This design comes from an exercise in tuning for small area on the open sky130 flow, not from production work.
In this exercise RTL edits were held to simulation tests only and were not proved equivalent to the original.
No activity file was given, so power comes from the tool's default toggle rates.

==> flow/design.v (excerpt) <==
module littlecpu(
  input  logic clk,
  input  logic reset,
  output logic [31:0] imem_addr,
  input  logic [31:0] imem_data,
  output logic [31:0] mem_addr,
  output logic [31:0] mem_wdata,
  output logic [3:0]  mem_wstrb,
  input  logic [31:0] mem_rdata,
  output logic trap
  );
Size: about 170 I/O pins, about 0.091 mm^2 of cells after synthesis.
Settings: LEC_CHECK=0, CAP_MARGIN=10, CORE_MARGIN=2, CORE_UTILIZATION=40, SLEW_MARGIN=10; clock period 12.0 ns.
standard.sh (not shown) runs the stock make flow with config.mk's settings and CLKGATE_MAP_FILE= SYNTH_SCRIPT=/design/flow/synth_recipe.tcl, a recipe that flattens the netlist after the stock synthesis.
==> flow/flow/run.sh <==
#!/bin/bash
set -euo pipefail
W=$(pwd)
F=$W/flow
R=$W/orfs/results/$FLOW_PLATFORM/littlecpu/base
LIB=$FLOW_HOME/platforms/$FLOW_PLATFORM/lib/sky130_fd_sc_hd__tt_025C_1v80.lib
YBIN=$FLOW_HOME/../tools/install/yosys/bin
YOSYS=$(command -v yosys || echo $YBIN/yosys)
ABC=$(command -v yosys-abc || echo $YBIN/yosys-abc)
OPENROAD=$(command -v openroad || echo $FLOW_HOME/../tools/install/OpenROAD/bin/openroad)

bash standard.sh synth > $W/std_synth.log 2>&1
cp $R/1_2_yosys.v $W/std_synth.v

prep() {
  python3 $F/fapol.py $W/std_synth.v $W/fapol.v > $W/fapol.log 2>&1
  $YOSYS -p "read_liberty -ignore_miss_func $LIB; write_verilog -noattr $W/models_all.v" > $W/models.log 2>&1
  python3 $F/mkmodels.py $W/models_all.v $W/models_remap.v $W/models_eq.v >> $W/models.log 2>&1
  grep -oE "sky130_fd_sc_hd__[a-z0-9]*df[a-z0-9_]* +\S+" $W/std_synth.v | sort > $W/ff_std.txt
  python3 $F/cutff.py $W/std_synth.v $W/cut_std.v > $W/cut_std.log 2>&1
  $YOSYS -p "read_liberty -lib $LIB; read_verilog $W/cut_std.v; hierarchy -top $FLOW_TOP; \
    techmap -map $W/models_eq.v; techmap; opt_clean; flatten; write_blif $W/cut_std.blif" > $W/blif_std.log 2>&1
}

remap() {
  local t=$1 du
  du=$(grep -A40 "DONT_USE_CELLS +=" $FLOW_HOME/platforms/$FLOW_PLATFORM/config.mk | grep -o "sky130_fd_sc_hd__[a-z0-9_]*" | sed 's/^/-dont_use /' | tr '\n' ' ')
  $YOSYS -p "read_liberty -lib $LIB; read_verilog $W/fapol.v; hierarchy -top $FLOW_TOP; \
    techmap -map $W/models_remap.v; techmap; opt -purge; \
    abc -liberty $LIB $du -script $F/$t.abc; opt_clean -purge; \
    splitnets; opt_clean -purge; \
    hilomap -singleton -hicell sky130_fd_sc_hd__conb_1 HI -locell sky130_fd_sc_hd__conb_1 LO; \
    insbuf -buf sky130_fd_sc_hd__buf_4 A X; \
    write_verilog -noattr -nohex -nodec $W/remap_$t.v; stat -liberty $LIB" > $W/remap_$t.log 2>&1
  grep -oE "sky130_fd_sc_hd__[a-z0-9]*df[a-z0-9_]* +\S+" $W/remap_$t.v | sort > $W/ff_$t.txt
  cmp $W/ff_std.txt $W/ff_$t.txt > $W/ff_cmp_$t.log 2>&1
  python3 $F/cutff.py $W/remap_$t.v $W/cut_$t.v > $W/cut_$t.log 2>&1
  $YOSYS -p "read_liberty -lib $LIB; read_verilog $W/cut_$t.v; hierarchy -top $FLOW_TOP; \
    techmap -map $W/models_eq.v; techmap; opt_clean; flatten; write_blif $W/cut_$t.blif" > $W/blif_$t.log 2>&1
  $ABC -c "cec $W/cut_std.blif $W/cut_$t.blif" > $W/cec_$t.log 2>&1
  grep -q "Networks are equivalent" $W/cec_$t.log
  NET=$W/remap_$t.v $OPENROAD -no_init -exit $F/sta.tcl > $W/sta_$t.log 2>&1
  local area slack
  area=$(grep "Chip area for module" $W/remap_$t.log | tail -1 | awk '{print $NF}')
  slack=$(grep "^SLACK" $W/sta_$t.log | awk '{print $2}')
  echo "$t $area $slack" >> $W/remap_results.txt
}

best=""
if prep; then
  : > $W/remap_results.txt
  for t in m1 m2 m3 m4; do remap $t || echo "$t failed" >> $W/remap_results.txt; done
  best=$(awk 'NF == 3 && $3 >= 2e-10 { print $2, $1 }' $W/remap_results.txt | sort -g | head -1 | awk '{print $2}')
fi
if [[ -n "$best" ]]; then
  cp $W/remap_$best.v $R/1_2_yosys.v
  echo "remap $best used" > $W/remap_status.txt
else
  echo "no remap used; standard netlist kept" > $W/remap_status.txt
fi
touch $R/1_2_yosys.v
bash standard.sh "BUFFER_PORTS_ARGS=-buffer_cell sky130_fd_sc_hd__buf_1" \
  "CTS_ARGS=-sink_clustering_enable -repair_clock_nets -buf_list sky130_fd_sc_hd__clkbuf_8 -sink_clustering_size 12 -sink_clustering_max_diameter 60 -dont_use_dummy_load" \
  finish > $W/layout.log 2>&1
Other scripts of this flow, unchanged in this note and not shown: flow/flow/cutff.py, flow/flow/fapol.py, flow/flow/m1.abc, flow/flow/m2.abc, flow/flow/m3.abc, flow/flow/m4.abc, flow/flow/mkmodels.py, flow/flow/sta.tcl
The starting point completed and failed the layout checks on capacitance limit.
Rerun with:
Settings changed: CAP_MARGIN 10 to 20, SLEW_MARGIN 10 to 20.
Outcome:
- This time the run completed without violations
- utilization is higher by 0.14 points
- routed wire length hardly moves
- via count is about the same
- power is higher slightly
- worst setup slack improved by 0.0065 ns


littlecpu, a different RTL version from the one above (not shown whole).
Size in the first run: about 7,800 cells after synthesis, roughly 170 I/O pins, ~91,000 um2 of cells after synthesis.
==> flow/config.mk <==
export PLATFORM = sky130hd
export DESIGN_NAME = littlecpu
export DESIGN_NICKNAME = littlecpu
export VERILOG_FILES = /design/flow/design.v
export SDC_FILE = /design/flow/constraint.sdc
export NUM_CORES = 4
export LEC_CHECK = 0
export CAP_MARGIN = 20
export CORE_MARGIN = 2
export CORE_UTILIZATION = 40
export SLEW_MARGIN = 20
==> flow/constraint.sdc <==
create_clock -name core_clock -period 12.0 [get_ports {clk}]
set_input_delay 2.4000 -clock core_clock [delete_from_list [all_inputs] [get_ports {clk}]]
set_output_delay 2.4000 -clock core_clock [all_outputs]
set_load 0.01 [all_outputs]
==> flow/flow/run.sh <==
#!/bin/bash
set -euo pipefail
W=$(pwd)
F=$W/flow
R=$W/orfs/results/$FLOW_PLATFORM/littlecpu/base
LIB=$FLOW_HOME/platforms/$FLOW_PLATFORM/lib/sky130_fd_sc_hd__tt_025C_1v80.lib
YBIN=$FLOW_HOME/../tools/install/yosys/bin
YOSYS=$(command -v yosys || echo $YBIN/yosys)
ABC=$(command -v yosys-abc || echo $YBIN/yosys-abc)
OPENROAD=$(command -v openroad || echo $FLOW_HOME/../tools/install/OpenROAD/bin/openroad)

bash standard.sh synth > $W/std_synth.log 2>&1
cp $R/1_2_yosys.v $W/std_synth.v

prep() {
  python3 $F/fapol.py $W/std_synth.v $W/fapol.v > $W/fapol.log 2>&1
  $YOSYS -p "read_liberty -ignore_miss_func $LIB; write_verilog -noattr $W/models_all.v" > $W/models.log 2>&1
  python3 $F/mkmodels.py $W/models_all.v $W/models_remap.v $W/models_eq.v >> $W/models.log 2>&1
  grep -oE "sky130_fd_sc_hd__[a-z0-9]*df[a-z0-9_]* +\S+" $W/std_synth.v | sort > $W/ff_std.txt
  python3 $F/cutff.py $W/std_synth.v $W/cut_std.v > $W/cut_std.log 2>&1
  $YOSYS -p "read_liberty -lib $LIB; read_verilog $W/cut_std.v; hierarchy -top $FLOW_TOP; \
    techmap -map $W/models_eq.v; techmap; opt_clean; flatten; write_blif $W/cut_std.blif" > $W/blif_std.log 2>&1
}

remap() {
  local t=$1 du
  du=$(grep -A40 "DONT_USE_CELLS +=" $FLOW_HOME/platforms/$FLOW_PLATFORM/config.mk | grep -o "sky130_fd_sc_hd__[a-z0-9_]*" | sed 's/^/-dont_use /' | tr '\n' ' ')
  $YOSYS -p "read_liberty -lib $LIB; read_verilog $W/fapol.v; hierarchy -top $FLOW_TOP; \
    techmap -map $W/models_remap.v; techmap; opt -purge; \
    abc -liberty $LIB $du -script $F/$t.abc; opt_clean -purge; \
    splitnets; opt_clean -purge; \
    hilomap -singleton -hicell sky130_fd_sc_hd__conb_1 HI -locell sky130_fd_sc_hd__conb_1 LO; \
    insbuf -buf sky130_fd_sc_hd__buf_1 A X; \
    write_verilog -noattr -nohex -nodec $W/abc_$t.v" > $W/remap_$t.log 2>&1
  # full-adder polarities again, now against the mapped cells around them
  python3 $F/fapol2.py $LIB $W/abc_$t.v $W/remap_$t.v > $W/fapol2_$t.log 2>&1
  $YOSYS -p "read_liberty -lib $LIB; read_verilog $W/remap_$t.v; hierarchy -top $FLOW_TOP; stat -liberty $LIB" > $W/stat_$t.log 2>&1
  grep -oE "sky130_fd_sc_hd__[a-z0-9]*df[a-z0-9_]* +\S+" $W/remap_$t.v | sort > $W/ff_$t.txt
  cmp $W/ff_std.txt $W/ff_$t.txt > $W/ff_cmp_$t.log 2>&1
  python3 $F/cutff.py $W/remap_$t.v $W/cut_$t.v > $W/cut_$t.log 2>&1
  $YOSYS -p "read_liberty -lib $LIB; read_verilog $W/cut_$t.v; hierarchy -top $FLOW_TOP; \
    techmap -map $W/models_eq.v; techmap; opt_clean; flatten; write_blif $W/cut_$t.blif" > $W/blif_$t.log 2>&1
  $ABC -c "cec $W/cut_std.blif $W/cut_$t.blif" > $W/cec_$t.log 2>&1
  grep -q "Networks are equivalent" $W/cec_$t.log
  NET=$W/remap_$t.v $OPENROAD -no_init -exit $F/sta.tcl > $W/sta_$t.log 2>&1
  local area slack
  area=$(grep "Chip area for module" $W/stat_$t.log | tail -1 | awk '{print $NF}')
  slack=$(grep "^SLACK" $W/sta_$t.log | awk '{print $2}')
  echo "$t $area $slack" >> $W/remap_results.txt
}

best=""
if prep; then
  : > $W/remap_results.txt
  for t in m1 m2 m3 m4 m5 m6; do remap $t || echo "$t failed" >> $W/remap_results.txt; done
  best=$(awk 'NF == 3 && $3 >= 2e-10 { print $2, $1 }' $W/remap_results.txt | sort -g | head -1 | awk '{print $2}')
fi
if [[ -n "$best" ]]; then
  cp $W/remap_$best.v $R/1_2_yosys.v
  echo "remap $best used" > $W/remap_status.txt
else
  echo "no remap used; standard netlist kept" > $W/remap_status.txt
fi
touch $R/1_2_yosys.v
bash standard.sh "BUFFER_PORTS_ARGS=-buffer_cell sky130_fd_sc_hd__buf_1" \
  "CTS_ARGS=-sink_clustering_enable -repair_clock_nets -buf_list sky130_fd_sc_hd__clkbuf_8 -sink_clustering_size 12 -sink_clustering_max_diameter 60 -dont_use_dummy_load" \
  finish > $W/layout.log 2>&1
Other scripts of this flow, unchanged in this note and not shown: flow/flow/cutff.py, flow/flow/fapol.py, flow/flow/fapol2.py, flow/flow/m1.abc, flow/flow/m2.abc, flow/flow/m3.abc, flow/flow/m4.abc, flow/flow/m5.abc, flow/flow/m6.abc, flow/flow/mkmodels.py, flow/flow/sta.tcl
The starting point passed the timing, design-rule and antenna checks.
Then changed:
--- a/flow/flow/run.sh
+++ b/flow/flow/run.sh
@@ -65,3 +65,3 @@
 bash standard.sh "BUFFER_PORTS_ARGS=-buffer_cell sky130_fd_sc_hd__buf_1" \
-  "CTS_ARGS=-sink_clustering_enable -repair_clock_nets -buf_list sky130_fd_sc_hd__clkbuf_8 -sink_clustering_size 12 -sink_clustering_max_diameter 60 -dont_use_dummy_load" \
+  "CTS_ARGS=-sink_clustering_enable -repair_clock_nets -buf_list sky130_fd_sc_hd__clkbuf_8 -sink_clustering_size 16 -sink_clustering_max_diameter 60 -dont_use_dummy_load" \
   finish > $W/layout.log 2>&1
What happened:
- The changed run completed with no timing, DRC or antenna violations
- worst hold slack is worse by 0.016 ns
- wire length stays flat
- setup slack gets better by 0.14 ns
- non-clock buffer count went up by 3
- utilization drops by 0.17 points
- power falls slightly
- die area stays the same
- clock skew is higher by 0.033 ns
- sequential power hardly moves
- count of clock-buffer cells in the layout went down by 30
Then changed:
--- a/flow/flow/run.sh
+++ b/flow/flow/run.sh
@@ -65,3 +65,3 @@
 bash standard.sh "BUFFER_PORTS_ARGS=-buffer_cell sky130_fd_sc_hd__buf_1" \
-  "CTS_ARGS=-sink_clustering_enable -repair_clock_nets -buf_list sky130_fd_sc_hd__clkbuf_8 -sink_clustering_size 16 -sink_clustering_max_diameter 60 -dont_use_dummy_load" \
+  "CTS_ARGS=-sink_clustering_enable -repair_clock_nets -buf_list sky130_fd_sc_hd__clkbuf_8 -sink_clustering_size 14 -sink_clustering_max_diameter 70 -dont_use_dummy_load" \
   finish > $W/layout.log 2>&1
- GPL_ROUTABILITY_DRIVEN: default -> 0
Outcome: The changed run ran to the end with no violations; area after synthesis is unchanged; register-to-register slack degrades by 0.05 ns; wire length fell by 7.6%; via count stays flat; final area hardly moves; first-iteration DRC count went up by 15%; power rose by 0.96%; clock-buffer cell count rises by 11; synthesized cell count stays the same.

==> what the ideal ports hide <==
No port has a modelled driver above. Below, the same layouts with a new extraction and two added sets of constraints.
Step 1 sets driving cells, clkbuf_16 on the clock port and buf_2 on the other inputs (assumed; they add their load-dependent delay and slew).
Step 2, shift: input delay + t, output delay - t, t = (earliest + latest rising clock arrival at the registers) / 2. This alone moves slack from input paths to output paths.
Slacks: ideal ports / drivers / drivers and shift; pairs: ideal ports / drivers.
run	t, ns	slack for setup (ns)	worst hold slack (ns)	worst slew at a driven data input, ns
the first run of note 1	1.016	0.373 / 0.373 / 0.007	0.291 / 0.291 / 0.291	0.07
the second run of note 1	0.994	0.379 / 0.379 / -0.108	0.330 / 0.330 / 0.330	0.11
the first run of note 2	1.010	0.402 / 0.402 / -0.223	0.253 / 0.253 / 0.253	0.11
the second run of note 2	1.028	0.544 / 0.544 / -0.340	0.236 / 0.236 / 0.236	0.12
the third run of note 2	0.990	0.494 / 0.494 / 0.176	0.263 / 0.263 / 0.263	0.04
Met with ideal ports but missed after step 2: setup timing in the second run of note 1, the first run of note 2 and the second run of note 2. For the second run of note 2, which loses most, drivers alone change the setup slack by 0.000 ns; drivers and shift together by -0.884 ns.
